This design comes from an exercise in tuning for small area and a short achievable clock period on the open sky130 flow, not from production work. No run shown here included a check of the RTL's function; only the layout flow was run. Power and IR drop assume default switching activity.

## flow/design.v (module list and top-level ports; edited modules follow where they fit)
// module ArithmaticUnit: 364 lines
// module pa_aoi22: 3 lines
// module pa_aoi222: 3 lines
// module pa_nand2: 3 lines
// module pa_xnor2: 3 lines
// module pa_xor2: 3 lines
// module pa_and2: 3 lines
// module pa_maj3: 3 lines
// module pa_nor2: 3 lines
// module pa_inv: 3 lines
// module pa_aoi21: 3 lines
// module pa_oai21: 3 lines
// module pa_fa: 4 lines
// module pa_ha: 4 lines
module ArithmaticUnit(
		input wire clock_i, isWb_i, enable_i,
		input wire [4:0] wbAddress_i,
		input wire [6:0] opCode_i,
		input wire [15:0] pOperand_i, sOperand_i,
		output reg wbEnable_o,
		output reg [4:0] wbAddress_o,
		output reg [15:0] wbData_o,
		output reg [1:0] statusWriteback_o  
    );
  // ...
==> flow/flow/run.sh <==
#!/bin/bash
# Standard ORFS layout, with smaller port buffers and free cell resizing.
set -euo pipefail
bash standard.sh MATCH_CELL_FOOTPRINT=0 ABC_LOAD_IN_FF=1 "BUFFER_PORTS_ARGS=-buffer_cell sky130_fd_sc_hd__buf_1" finish > make_finish.log 2>&1
==> flow/standard.sh <==
#!/bin/bash
# synth_recipe.tcl (not shown) runs the flow's synth.tcl, then flattens the netlist and writes it again
# the make line also repeats each setting of config.mk as NAME=value (left out here)
make -C /OpenROAD-flow-scripts/flow DESIGN_CONFIG=/design/flow/config.mk WORK_HOME=/design/flow/orfs CLKGATE_MAP_FILE= SYNTH_SCRIPT=/design/flow/synth_recipe.tcl "${@:-finish}"
==> flow/config.mk <==
export PLATFORM = sky130hd
export DESIGN_NAME = ArithmaticUnit
export DESIGN_NICKNAME = ArithmaticUnit
export VERILOG_FILES = /design/flow/design.v
export SDC_FILE = /design/flow/constraint.sdc
export NUM_CORES = 4
export LEC_CHECK = 0
export CAP_MARGIN = 20
export CORE_MARGIN = 2
export CORE_UTILIZATION = 60
export SETUP_SLACK_MARGIN = 2.5
export SLEW_MARGIN = 20
export SYNTH_HIERARCHICAL = 1
export SYNTH_MINIMUM_KEEP_SIZE = 0
==> flow/constraint.sdc <==
create_clock -name core_clock -period 8.0 [get_ports {clock_i}]
set_input_delay 1.6000 -clock core_clock [delete_from_list [all_inputs] [get_ports {clock_i}]]
set_output_delay 1.6000 -clock core_clock [all_outputs]
set_load 0.01 [all_outputs]
==> flow_summary.ini, run 1 <==
[synthesis]
synth_xor_area_frac = 0.413
seq_area_frac_synth = 0.161
netlist_area_um2 = 4470
synth_cell_type_count = 27
synth-edff-count = 24
ys_warn_count = 7

[worst_setup_path]
cp_num_cells = 15
path_buf_inv = 2
cpMostUsedCell = maj3_2
critical_path.max_fanout = 23

[layout]
fin_nets = 648
fin_area_um2 = 5100
fillCellCount = 630
clockNetworkAreaShare = 0.0140
finish.utilization = 0.703
nClkBuffers = 3
num-multi-input-gates = 476

[clock_tree]
cts_buffers = 3
clk_pin_slew_ns = 0.10

[routing]
wl_per_cell_um = 16.3
drc = 0
ant_nets = 0

[global_route]
gr-usage-all-layers = 0.271
grt_util_met2 = 0.450
grt_pass1_vias = 3841

[power]
p_seq_uw = 195
p_total_mw = 1.24
pwr-share-seq = 0.157

[min_path]
holdPathStages = 1

[place]
dp.cells = 690

[outcome]
status = finished clean

[floorplan]
initial_core_util = 0.617

[timing]
min_period_over_period = 0.655
==> run 2, diff against run 1 <==
--- a/flow/design.v
+++ b/flow/design.v
@@ -268,95 +268,121 @@
 	wire gn0_12, tn0_12; pa_nand2 u_gn0_12 (.a(ra[12]), .b(rb[12]), .y(gn0_12)); pa_nor2 u_tn0_12 (.a(ra[12]), .b(rb[12]), .y(tn0_12));
 	pa_xor2 u_p0_13 (.a(ra[13]), .b(rb[13]), .y(p0[13]));
 	wire gn0_13, tn0_13; pa_nand2 u_gn0_13 (.a(ra[13]), .b(rb[13]), .y(gn0_13)); pa_nor2 u_tn0_13 (.a(ra[13]), .b(rb[13]), .y(tn0_13));
 	pa_xor2 u_p0_14 (.a(ra[14]), .b(rb[14]), .y(p0[14]));
 	wire gn0_14, tn0_14; pa_nand2 u_gn0_14 (.a(ra[14]), .b(rb[14]), .y(gn0_14)); pa_nor2 u_tn0_14 (.a(ra[14]), .b(rb[14]), .y(tn0_14));
 	pa_xor2 u_p0_15 (.a(ra[15]), .b(rb[15]), .y(p0[15]));
 	wire gn0_15, tn0_15; pa_nand2 u_gn0_15 (.a(ra[15]), .b(rb[15]), .y(gn0_15)); pa_nor2 u_tn0_15 (.a(ra[15]), .b(rb[15]), .y(tn0_15));
 	wire g1_1; pa_oai21 u_g1_1 (.a1(tn0_1), .a2(gn0_0), .b1(gn0_1), .y(g1_1));
+	wire g1_2; pa_oai21 u_g1_2 (.a1(tn0_2), .a2(gn0_1), .b1(gn0_2), .y(g1_2));
+	wire t1_2; pa_nor2 u_t1_2 (.a(tn0_2), .b(tn0_1), .y(t1_2));
 	wire g1_3; pa_oai21 u_g1_3 (.a1(tn0_3), .a2(gn0_2), .b1(gn0_3), .y(g1_3));
 	wire t1_3; pa_nor2 u_t1_3 (.a(tn0_3), .b(tn0_2), .y(t1_3));
+	wire g1_4; pa_oai21 u_g1_4 (.a1(tn0_4), .a2(gn0_3), .b1(gn0_4), .y(g1_4));
+	wire t1_4; pa_nor2 u_t1_4 (.a(tn0_4), .b(tn0_3), .y(t1_4));
 	wire g1_5; pa_oai21 u_g1_5 (.a1(tn0_5), .a2(gn0_4), .b1(gn0_5), .y(g1_5));
 	wire t1_5; pa_nor2 u_t1_5 (.a(tn0_5), .b(tn0_4), .y(t1_5));
+	wire g1_6; pa_oai21 u_g1_6 (.a1(tn0_6), .a2(gn0_5), .b1(gn0_6), .y(g1_6));
+	wire t1_6; pa_nor2 u_t1_6 (.a(tn0_6), .b(tn0_5), .y(t1_6));
 	wire g1_7; pa_oai21 u_g1_7 (.a1(tn0_7), .a2(gn0_6), .b1(gn0_7), .y(g1_7));
 	wire t1_7; pa_nor2 u_t1_7 (.a(tn0_7), .b(tn0_6), .y(t1_7));
+	wire g1_8; pa_oai21 u_g1_8 (.a1(tn0_8), .a2(gn0_7), .b1(gn0_8), .y(g1_8));
+	wire t1_8; pa_nor2 u_t1_8 (.a(tn0_8), .b(tn0_7), .y(t1_8));
 	wire g1_9; pa_oai21 u_g1_9 (.a1(tn0_9), .a2(gn0_8), .b1(gn0_9), .y(g1_9));
 	wire t1_9; pa_nor2 u_t1_9 (.a(tn0_9), .b(tn0_8), .y(t1_9));
+	wire g1_10; pa_oai21 u_g1_10 (.a1(tn0_10), .a2(gn0_9), .b1(gn0_10), .y(g1_10));
+	wire t1_10; pa_nor2 u_t1_10 (.a(tn0_10), .b(tn0_9), .y(t1_10));
 	wire g1_11; pa_oai21 u_g1_11 (.a1(tn0_11), .a2(gn0_10), .b1(gn0_11), .y(g1_11));
 	wire t1_11; pa_nor2 u_t1_11 (.a(tn0_11), .b(tn0_10), .y(t1_11));
+	wire g1_12; pa_oai21 u_g1_12 (.a1(tn0_12), .a2(gn0_11), .b1(gn0_12), .y(g1_12));
+	wire t1_12; pa_nor2 u_t1_12 (.a(tn0_12), .b(tn0_11), .y(t1_12));
 	wire g1_13; pa_oai21 u_g1_13 (.a1(tn0_13), .a2(gn0_12), .b1(gn0_13), .y(g1_13));
 	wire t1_13; pa_nor2 u_t1_13 (.a(tn0_13), .b(tn0_12), .y(t1_13));
+	wire g1_14; pa_oai21 u_g1_14 (.a1(tn0_14), .a2(gn0_13), .b1(gn0_14), .y(g1_14));
+	wire t1_14; pa_nor2 u_t1_14 (.a(tn0_14), .b(tn0_13), .y(t1_14));
 	wire g1_15; pa_oai21 u_g1_15 (.a1(tn0_15), .a2(gn0_14), .b1(gn0_15), .y(g1_15));
 	wire t1_15; pa_nor2 u_t1_15 (.a(tn0_15), .b(tn0_14), .y(t1_15));
-	wire g1_1_i; pa_inv u_g1_1_i (.a(g1_1), .y(g1_1_i));
-	wire g2_2; pa_oai21 u_g2_2 (.a1(tn0_2), .a2(g1_1_i), .b1(gn0_2), .y(g2_2));
+	wire gn0_0_i; pa_inv u_gn0_0_i (.a(gn0_0), .y(gn0_0_i));
+	wire g2_2; pa_aoi21 u_g2_2 (.a1(t1_2), .a2(gn0_0_i), .b1(g1_2), .y(g2_2));
 	wire g2_3; pa_aoi21 u_g2_3 (.a1(t1_3), .a2(g1_1), .b1(g1_3), .y(g2_3));
-	wire g1_5_i; pa_inv u_g1_5_i (.a(g1_5), .y(g1_5_i));
-	wire g2_6; pa_oai21 u_g2_6 (.a1(tn0_6), .a2(g1_5_i), .b1(gn0_6), .y(g2_6));
-	wire t1_5_i; pa_inv u_t1_5_i (.a(t1_5), .y(t1_5_i));
-	wire t2_6; pa_nor2 u_t2_6 (.a(tn0_6), .b(t1_5_i), .y(t2_6));
+	wire g2_4; pa_aoi21 u_g2_4 (.a1(t1_4), .a2(g1_2), .b1(g1_4), .y(g2_4));
+	wire t2_4; pa_nand2 u_t2_4 (.a(t1_4), .b(t1_2), .y(t2_4));
+	wire g2_5; pa_aoi21 u_g2_5 (.a1(t1_5), .a2(g1_3), .b1(g1_5), .y(g2_5));
+	wire t2_5; pa_nand2 u_t2_5 (.a(t1_5), .b(t1_3), .y(t2_5));
+	wire g2_6; pa_aoi21 u_g2_6 (.a1(t1_6), .a2(g1_4), .b1(g1_6), .y(g2_6));
+	wire t2_6; pa_nand2 u_t2_6 (.a(t1_6), .b(t1_4), .y(t2_6));
 	wire g2_7; pa_aoi21 u_g2_7 (.a1(t1_7), .a2(g1_5), .b1(g1_7), .y(g2_7));
 	wire t2_7; pa_nand2 u_t2_7 (.a(t1_7), .b(t1_5), .y(t2_7));
-	wire g1_9_i; pa_inv u_g1_9_i (.a(g1_9), .y(g1_9_i));
-	wire g2_10; pa_oai21 u_g2_10 (.a1(tn0_10), .a2(g1_9_i), .b1(gn0_10), .y(g2_10));
-	wire t1_9_i; pa_inv u_t1_9_i (.a(t1_9), .y(t1_9_i));
-	wire t2_10; pa_nor2 u_t2_10 (.a(tn0_10), .b(t1_9_i), .y(t2_10));
+	wire g2_8; pa_aoi21 u_g2_8 (.a1(t1_8), .a2(g1_6), .b1(g1_8), .y(g2_8));
+	wire t2_8; pa_nand2 u_t2_8 (.a(t1_8), .b(t1_6), .y(t2_8));
+	wire g2_9; pa_aoi21 u_g2_9 (.a1(t1_9), .a2(g1_7), .b1(g1_9), .y(g2_9));
+	wire t2_9; pa_nand2 u_t2_9 (.a(t1_9), .b(t1_7), .y(t2_9));
+	wire g2_10; pa_aoi21 u_g2_10 (.a1(t1_10), .a2(g1_8), .b1(g1_10), .y(g2_10));
+	wire t2_10; pa_nand2 u_t2_10 (.a(t1_10), .b(t1_8), .y(t2_10));
 	wire g2_11; pa_aoi21 u_g2_11 (.a1(t1_11), .a2(g1_9), .b1(g1_11), .y(g2_11));
 	wire t2_11; pa_nand2 u_t2_11 (.a(t1_11), .b(t1_9), .y(t2_11));
-	wire g1_13_i; pa_inv u_g1_13_i (.a(g1_13), .y(g1_13_i));
-	wire g2_14; pa_oai21 u_g2_14 (.a1(tn0_14), .a2(g1_13_i), .b1(gn0_14), .y(g2_14));
-	wire t1_13_i; pa_inv u_t1_13_i (.a(t1_13), .y(t1_13_i));
-	wire t2_14; pa_nor2 u_t2_14 (.a(tn0_14), .b(t1_13_i), .y(t2_14));
+	wire g2_12; pa_aoi21 u_g2_12 (.a1(t1_12), .a2(g1_10), .b1(g1_12), .y(g2_12));
+	wire t2_12; pa_nand2 u_t2_12 (.a(t1_12), .b(t1_10), .y(t2_12));
+	wire g2_13; pa_aoi21 u_g2_13 (.a1(t1_13), .a2(g1_11), .b1(g1_13), .y(g2_13));
+	wire t2_13; pa_nand2 u_t2_13 (.a(t1_13), .b(t1_11), .y(t2_13));
+	wire g2_14; pa_aoi21 u_g2_14 (.a1(t1_14), .a2(g1_12), .b1(g1_14), .y(g2_14));
+	wire t2_14; pa_nand2 u_t2_14 (.a(t1_14), .b(t1_12), .y(t2_14));
 	wire g2_15; pa_aoi21 u_g2_15 (.a1(t1_15), .a2(g1_13), .b1(g1_15), .y(g2_15));
 	wire t2_15; pa_nand2 u_t2_15 (.a(t1_15), .b(t1_13), .y(t2_15));
-	wire g3_4; pa_oai21 u_g3_4 (.a1(tn0_4), .a2(g2_3), .b1(gn0_4), .y(g3_4));
-	wire g2_3_i; pa_inv u_g2_3_i (.a(g2_3), .y(g2_3_i));
-	wire g3_5; pa_aoi21 u_g3_5 (.a1(t1_5), .a2(g2_3_i), .b1(g1_5), .y(g3_5));
-	wire g3_6; pa_aoi21 u_g3_6 (.a1(t2_6), .a2(g2_3_i), .b1(g2_6), .y(g3_6));
+	wire g3_4; pa_oai21 u_g3_4 (.a1(t2_4), .a2(gn0_0), .b1(g2_4), .y(g3_4));
+	wire g1_1_i; pa_inv u_g1_1_i (.a(g1_1), .y(g1_1_i));
+	wire g3_5; pa_oai21 u_g3_5 (.a1(t2_5), .a2(g1_1_i), .b1(g2_5), .y(g3_5));
+	wire g3_6; pa_oai21 u_g3_6 (.a1(t2_6), .a2(g2_2), .b1(g2_6), .y(g3_6));
 	wire g3_7; pa_oai21 u_g3_7 (.a1(t2_7), .a2(g2_3), .b1(g2_7), .y(g3_7));
-	wire g3_12; pa_oai21 u_g3_12 (.a1(tn0_12), .a2(g2_11), .b1(gn0_12), .y(g3_12));
-	wire t3_12; pa_nor2 u_t3_12 (.a(tn0_12), .b(t2_11), .y(t3_12));
-	wire g2_11_i; pa_inv u_g2_11_i (.a(g2_11), .y(g2_11_i));
-	wire g3_13; pa_aoi21 u_g3_13 (.a1(t1_13), .a2(g2_11_i), .b1(g1_13), .y(g3_13));
-	wire t2_11_i; pa_inv u_t2_11_i (.a(t2_11), .y(t2_11_i));
-	wire t3_13; pa_nand2 u_t3_13 (.a(t1_13), .b(t2_11_i), .y(t3_13));
-	wire g3_14; pa_aoi21 u_g3_14 (.a1(t2_14), .a2(g2_11_i), .b1(g2_14), .y(g3_14));
-	wire t3_14; pa_nand2 u_t3_14 (.a(t2_14), .b(t2_11_i), .y(t3_14));
+	wire g3_8; pa_oai21 u_g3_8 (.a1(t2_8), .a2(g2_4), .b1(g2_8), .y(g3_8));
+	wire t3_8; pa_nor2 u_t3_8 (.a(t2_8), .b(t2_4), .y(t3_8));
+	wire g3_9; pa_oai21 u_g3_9 (.a1(t2_9), .a2(g2_5), .b1(g2_9), .y(g3_9));
+	wire t3_9; pa_nor2 u_t3_9 (.a(t2_9), .b(t2_5), .y(t3_9));
+	wire g3_10; pa_oai21 u_g3_10 (.a1(t2_10), .a2(g2_6), .b1(g2_10), .y(g3_10));
+	wire t3_10; pa_nor2 u_t3_10 (.a(t2_10), .b(t2_6), .y(t3_10));
+	wire g3_11; pa_oai21 u_g3_11 (.a1(t2_11), .a2(g2_7), .b1(g2_11), .y(g3_11));
+	wire t3_11; pa_nor2 u_t3_11 (.a(t2_11), .b(t2_7), .y(t3_11));
+	wire g3_12; pa_oai21 u_g3_12 (.a1(t2_12), .a2(g2_8), .b1(g2_12), .y(g3_12));
+	wire t3_12; pa_nor2 u_t3_12 (.a(t2_12), .b(t2_8), .y(t3_12));
+	wire g3_13; pa_oai21 u_g3_13 (.a1(t2_13), .a2(g2_9), .b1(g2_13), .y(g3_13));
+	wire t3_13; pa_nor2 u_t3_13 (.a(t2_13), .b(t2_9), .y(t3_13));
+	wire g3_14; pa_oai21 u_g3_14 (.a1(t2_14), .a2(g2_10), .b1(g2_14), .y(g3_14));
+	wire t3_14; pa_nor2 u_t3_14 (.a(t2_14), .b(t2_10), .y(t3_14));
 	wire g3_15; pa_oai21 u_g3_15 (.a1(t2_15), .a2(g2_11), .b1(g2_15), .y(g3_15));
 	wire t3_15; pa_nor2 u_t3_15 (.a(t2_15), .b(t2_11), .y(t3_15));
-	wire g3_7_i; pa_inv u_g3_7_i (.a(g3_7), .y(g3_7_i));
-	wire g4_8; pa_oai21 u_g4_8 (.a1(tn0_8), .a2(g3_7_i), .b1(gn0_8), .y(g4_8));
-	wire g4_9; pa_aoi21 u_g4_9 (.a1(t1_9), .a2(g3_7), .b1(g1_9), .y(g4_9));
-	wire g4_10; pa_aoi21 u_g4_10 (.a1(t2_10), .a2(g3_7), .b1(g2_10), .y(g4_10));
-	wire g4_11; pa_oai21 u_g4_11 (.a1(t2_11), .a2(g3_7_i), .b1(g2_11), .y(g4_11));
-	wire g4_12; pa_aoi21 u_g4_12 (.a1(t3_12), .a2(g3_7), .b1(g3_12), .y(g4_12));
-	wire g4_13; pa_oai21 u_g4_13 (.a1(t3_13), .a2(g3_7_i), .b1(g3_13), .y(g4_13));
-	wire g4_14; pa_oai21 u_g4_14 (.a1(t3_14), .a2(g3_7_i), .b1(g3_14), .y(g4_14));
+	wire g4_8; pa_aoi21 u_g4_8 (.a1(t3_8), .a2(gn0_0_i), .b1(g3_8), .y(g4_8));
+	wire g4_9; pa_aoi21 u_g4_9 (.a1(t3_9), .a2(g1_1), .b1(g3_9), .y(g4_9));
+	wire g2_2_i; pa_inv u_g2_2_i (.a(g2_2), .y(g2_2_i));
+	wire g4_10; pa_aoi21 u_g4_10 (.a1(t3_10), .a2(g2_2_i), .b1(g3_10), .y(g4_10));
+	wire g2_3_i; pa_inv u_g2_3_i (.a(g2_3), .y(g2_3_i));
+	wire g4_11; pa_aoi21 u_g4_11 (.a1(t3_11), .a2(g2_3_i), .b1(g3_11), .y(g4_11));
+	wire g4_12; pa_aoi21 u_g4_12 (.a1(t3_12), .a2(g3_4), .b1(g3_12), .y(g4_12));
+	wire g4_13; pa_aoi21 u_g4_13 (.a1(t3_13), .a2(g3_5), .b1(g3_13), .y(g4_13));
+	wire g4_14; pa_aoi21 u_g4_14 (.a1(t3_14), .a2(g3_6), .b1(g3_14), .y(g4_14));
 	wire g4_15; pa_aoi21 u_g4_15 (.a1(t3_15), .a2(g3_7), .b1(g3_15), .y(g4_15));
 	wire [16:0] sum;
 	assign sum[0] = p0[0];
 	pa_xnor2 u_sum_1 (.a(p0[1]), .b(gn0_0), .y(sum[1]));
 	pa_xor2 u_sum_2 (.a(p0[2]), .b(g1_1), .y(sum[2]));
-	pa_xor2 u_sum_3 (.a(p0[3]), .b(g2_2), .y(sum[3]));
+	pa_xnor2 u_sum_3 (.a(p0[3]), .b(g2_2), .y(sum[3]));
 	pa_xnor2 u_sum_4 (.a(p0[4]), .b(g2_3), .y(sum[4]));
 	pa_xor2 u_sum_5 (.a(p0[5]), .b(g3_4), .y(sum[5]));
-	pa_xnor2 u_sum_6 (.a(p0[6]), .b(g3_5), .y(sum[6]));
-	pa_xnor2 u_sum_7 (.a(p0[7]), .b(g3_6), .y(sum[7]));
+	pa_xor2 u_sum_6 (.a(p0[6]), .b(g3_5), .y(sum[6]));
+	pa_xor2 u_sum_7 (.a(p0[7]), .b(g3_6), .y(sum[7]));
 	pa_xor2 u_sum_8 (.a(p0[8]), .b(g3_7), .y(sum[8]));
-	pa_xor2 u_sum_9 (.a(p0[9]), .b(g4_8), .y(sum[9]));
+	pa_xnor2 u_sum_9 (.a(p0[9]), .b(g4_8), .y(sum[9]));
 	pa_xnor2 u_sum_10 (.a(p0[10]), .b(g4_9), .y(sum[10]));
 	pa_xnor2 u_sum_11 (.a(p0[11]), .b(g4_10), .y(sum[11]));
-	pa_xor2 u_sum_12 (.a(p0[12]), .b(g4_11), .y(sum[12]));
+	pa_xnor2 u_sum_12 (.a(p0[12]), .b(g4_11), .y(sum[12]));
 	pa_xnor2 u_sum_13 (.a(p0[13]), .b(g4_12), .y(sum[13]));
-	pa_xor2 u_sum_14 (.a(p0[14]), .b(g4_13), .y(sum[14]));
-	pa_xor2 u_sum_15 (.a(p0[15]), .b(g4_14), .y(sum[15]));
+	pa_xnor2 u_sum_14 (.a(p0[14]), .b(g4_13), .y(sum[14]));
+	pa_xnor2 u_sum_15 (.a(p0[15]), .b(g4_14), .y(sum[15]));
 	assign sum[16] = ~g4_15;
-	wire cearly_n = ~(hc5 | fc4 | fc5 | fc18 | fc19 | fc29 | fc42);
-	wire cout; pa_nand2 u_cout (.a(g4_15), .b(cearly_n), .y(cout));
+	wire cout = sum[16] | hc5 | fc4 | fc5 | fc18 | fc19 | fc29 | fc42;
 	wire arith = ~|opCode_i[6:2];
 	always @(posedge clock_i)
 	begin
 		if (enable_i)
 		begin
 			wbEnable_o <= isWb_i & |opCode_i;
 			wbAddress_o <= wbAddress_i;
 			if (arith) wbData_o <= sum[15:0];
==> run 2 against run 1 <==
  * Combinational power grew 22%
  * Critical endpoint unchanged
  * Critical path depth grew 3
  * Largest power group unchanged
  * First-iteration DRC count decreased by 23%
  * Cell count increased by 5.3%
  * Via count up 7.4%
  * Sequential share of layout area down 0.76 points
  * Still clean on timing, DRC and antenna
  * Total power grew 16%
  * Count of clock-buffer cells in the layout unchanged
  * Synthesized cell count is 5.0% higher
  * Clock power up 4%
  * Worst hold slack better by 0.0058 ns
==> flow_summary.ini, run 2 <==
[timing]
min_period_over_period = 0.671
slew-limit-headroom = 0.461
maxSlewViolCount = 0
worstMarginPinSlew_ns = 0.808
min_period_ns = 5.37
grt_setup_unrepaired = true
setup_viol = 0
fmax_ghz = 0.186
finalSetupTns_ns = 0
hold_violations = 0

[worst_setup_path]
critical_path.max_fanout = 5
crit_end = statusWriteback_o[1]$_DFFE_PP_
end_kind = flip-flop
arrival_ns = 5.39
startpoint = pOperand_i[4]
cp-start-kind = input pin
cp.required_ns = 8.03
crit_type = in -> reg

[floorplan]
die_area_um2 = 8370
fp.dieH_um = 91.5
initial_core_util = 0.627
rows = 31
pin_count = 71
coreArea_um2 = 7330
die_w_um = 91.5

[layout]
multiInputGateArea_um2 = 4000
final_cell_mix = xor2_1 (120), xnor2_1 (82), buf_1 (63), a22oi_1 (52), maj3_2 (43)
biggestRegsByFlops = wbData_o x16, wbAddress_o x5, statusWriteback_o x2
fillCellCount = 561
drive_gt1_frac = 0.169
fin_nets = 685
layout_commonest_cell = xor2_1
top_register = wbData_o
regArea_um2 = 721
synthToLayoutAreaGrowth_pct = 17.3
largest_reg_flops = 16
num_antenna_cells = 0

[synthesis]
ys_warn_count = 7
avgSynthCellArea_um2 = 8.49
yosys-top-cells-area = xor2_1 (25%), edfxtp_1 (16%), xnor2_1 (16%)
syn_inst = 541
synth_cell_type_count = 27
seq_area_frac_synth = 0.157
synth.ff_latch_count = 24
synth.net_count = 590
ys.flop_type = edfxtp_1
synth_common_cells = xor2_1 (129), xnor2_1 (82), a22oi_1 (52)
yosysMostFrequentCell = xor2_1
synth-edff-count = 24
synth_async_sr_flop_share = 0
yosysTopAreaCell = xor2_1
netlist_area_um2 = 4590
synth_top_area_frac = 0.246

[global_route]
grt_max_degree = 23
busiest_layer = met2
gr-usage-all-layers = 0.292
grt_pass1_vias = 4176
grt_overflow = 0
grt_util_met2 = 0.513
met1_usage = 0.372
antenna_found_initial = 0
grt_use_met3 = 0.0241
grt_pass1_wl_um = 19900

[place]
globalplace.congestion = 0.916
dp_hpwl_um = 9520
port_buffers = 70

[clock_tree]
clock-root-buffer = clkbuf_8
cts_max_level = 1
hold_buffers = 0
cts_tree = built
cts_buffers = 3
clk_pin_slew_ns = 0.10
clockBufferDepth = 2
cts.sink_count = 24

[routing]
ant_nets = 0
wl_per_cell_um = 17.2
route.vias.total = 4425
first_iter_violations = 332
drc = 0
routed_wl_um = 12700
vias_per_cell = 6.03
first_pass_iters = 5

[power]
p_total_mw = 1.45
p_per_area_nw_per_um2 = 268
vdd_drop_max_v = 0.000119
p_leak_nw = 2.06

[min_path]
hp-class = in -> reg

[flow_run]
cap_violations = 0

[outcome]
status = finished clean
==> run 2: through the flow <==
| step | setup slack, ns | std cells | hold slack, ns | utilization | area (um^2) |
|---|---|---|---|---|---|
| global placement | 1.69 | 714 | 1.77 | 0.685 | 5020 |
| CTS | 2.53 | 718 | 1.48 | 0.699 | 5120 |
| finish | 2.63 | 734 | 1.49 | 0.735 | 5390 |
| detailed placement | 1.56 | 714 | 1.77 | 0.685 | 5020 |
| floorplan | 2.54 | 541 | 1.70 | - | 4590 |
| global route | 2.39 | 734 | 1.47 | 0.735 | 5390 |
==> run 2: cells by family (layout without fill, tap and decap cells) <==
| group | Yosys count | in the layout | share of synthesized area |
|---|---|---|---|
| xor+xnor | 211 | 211 | 0.402 |
| buf+inv | 9 | 103 | 0.00735 |
| simple gates | 127 | 127 | 0.139 |
| compound gates | 125 | 125 | 0.183 |
| flops | 24 | 24 | 0.157 |
| fa+ha+maj | 45 | 45 | 0.111 |
==> run 2: final cells by class <==
class	instances	area share
tap	99	0.0230
clock inverter	1	0.00557
inverter	7	0.00488
timing repair buffer	92	0.0824
clock buffer	3	0.00766
multi-input combinational	508	0.743
sequential	24	0.134
==> run 2: Yosys stat by module, one instance, submodules excluded <==
module,area [um^2],copies in the design,cells,flops+latches
pa_maj3,11.3,43,1,0
pa_nand2,3.75,35,1,0
pa_nor2,3.75,37,1,0
pa_aoi222,10.0,13,1,0
pa_xor2,8.76,122,1,0
pa_aoi21,5.00,22,1,0
pa_xnor2,8.76,82,1,0
pa_and2,6.26,15,1,0
ArithmaticUnit,1180,1,89,24
pa_inv,3.75,4,1,0
pa_oai21,5.00,27,1,0
pa_aoi22,7.51,52,1,0
==> run 2: worst max-delay path, cell delays in order <==
cell and delay [ns]:
buf_1 0.14, or3b_4 0.43, a21boi_4 0.20, clkdlybuf4s15_2 0.31, a22oi_1 0.10, xnor2_1 0.25
xor2_1 0.14, maj3_2 0.39, xor2_2 0.20, xor2_2 0.20, maj3_2 0.35, nor2_2 0.17
nor2_1 0.09, a21oi_1 0.15, o21ai_1 0.09, a21oi_2 0.18, nor4b_4 0.29, a21oi_1 0.10
==> run 2: where the power goes <==
group	total (mW)	internal, mW	switching [mW]
Sequential	0.195	0.194	0.00124
Combinational	1.14	0.451	0.685
Clock	0.114	0.0670	0.0473
==> run 2: worst min-delay path by stage <==
| stage | start | endpoint | slack (ns) | cells past startpoint |
|---|---|---|---|---|
| 6_report | wbAddress_i[3] | wbAddress_o[3]$_DFFE_PP_ | 1.49 | 1 |
| 5_1_grt | wbAddress_i[3] | wbAddress_o[3]$_DFFE_PP_ | 1.47 | 1 |
| 4_1_cts | wbAddress_i[3] | wbAddress_o[3]$_DFFE_PP_ | 1.48 | 1 |
| 3_5_place_dp | wbAddress_i[3] | wbAddress_o[3]$_DFFE_PP_ | 1.77 | 1 |
| 3_3_place_gp | wbAddress_i[3] | wbAddress_o[3]$_DFFE_PP_ | 1.77 | 1 |
| 2_1_floorplan | wbAddress_i[0] | wbAddress_o[0]$_DFFE_PP_ | 1.70 | 0 |
==> run 2: repair_timing <==
item,in CTS,in global routing
cloned,0,1
setup buffers,0,15
pin swaps,0,27
resized for setup,20,37
endpoints found under the setup margin,6,5
==> run 2: routing by layer <==
| layer | share of wire | vias up |
|---|---|---|
| met1 | 0.42 | 2041 |
| met2 | 0.49 | 215 |
| met5 | 0 | - |
| met4 | 0.027 | 0 |
| met3 | 0.061 | 41 |
| li1 | - | 2128 |

## what the ideal ports hide
The results above use ideal ports. As a check the final layouts listed here were re-extracted and re-timed, cells and wires unchanged.
Step 1, drivers: a clkbuf_16 drives clock_i and a buf_2 each remaining input, both assumed.
Step 2 times the ports against the registers' clock, not the clock port: input delays grow and output delays shrink by t, the midpoint of the rising clock arrivals with the driver on.
a / b / c = ideal ports / drivers / drivers and shift; a / b = the first two.
run	shift t [ns]	slack for setup (ns)	slew at the worst register clock pin (ns)	worst data-port slew with drivers (ns)
run 1	0.301	2.761 / 2.738 / 2.437	0.10 / 0.10	0.05
run 2	0.307	2.634 / 2.642 / 2.335	0.10 / 0.10	0.04
After both steps setup and hold are still met in every run listed. The setup slack of run 1, which loses most, moves by -0.023 ns with the drivers and by -0.324 ns with both steps.
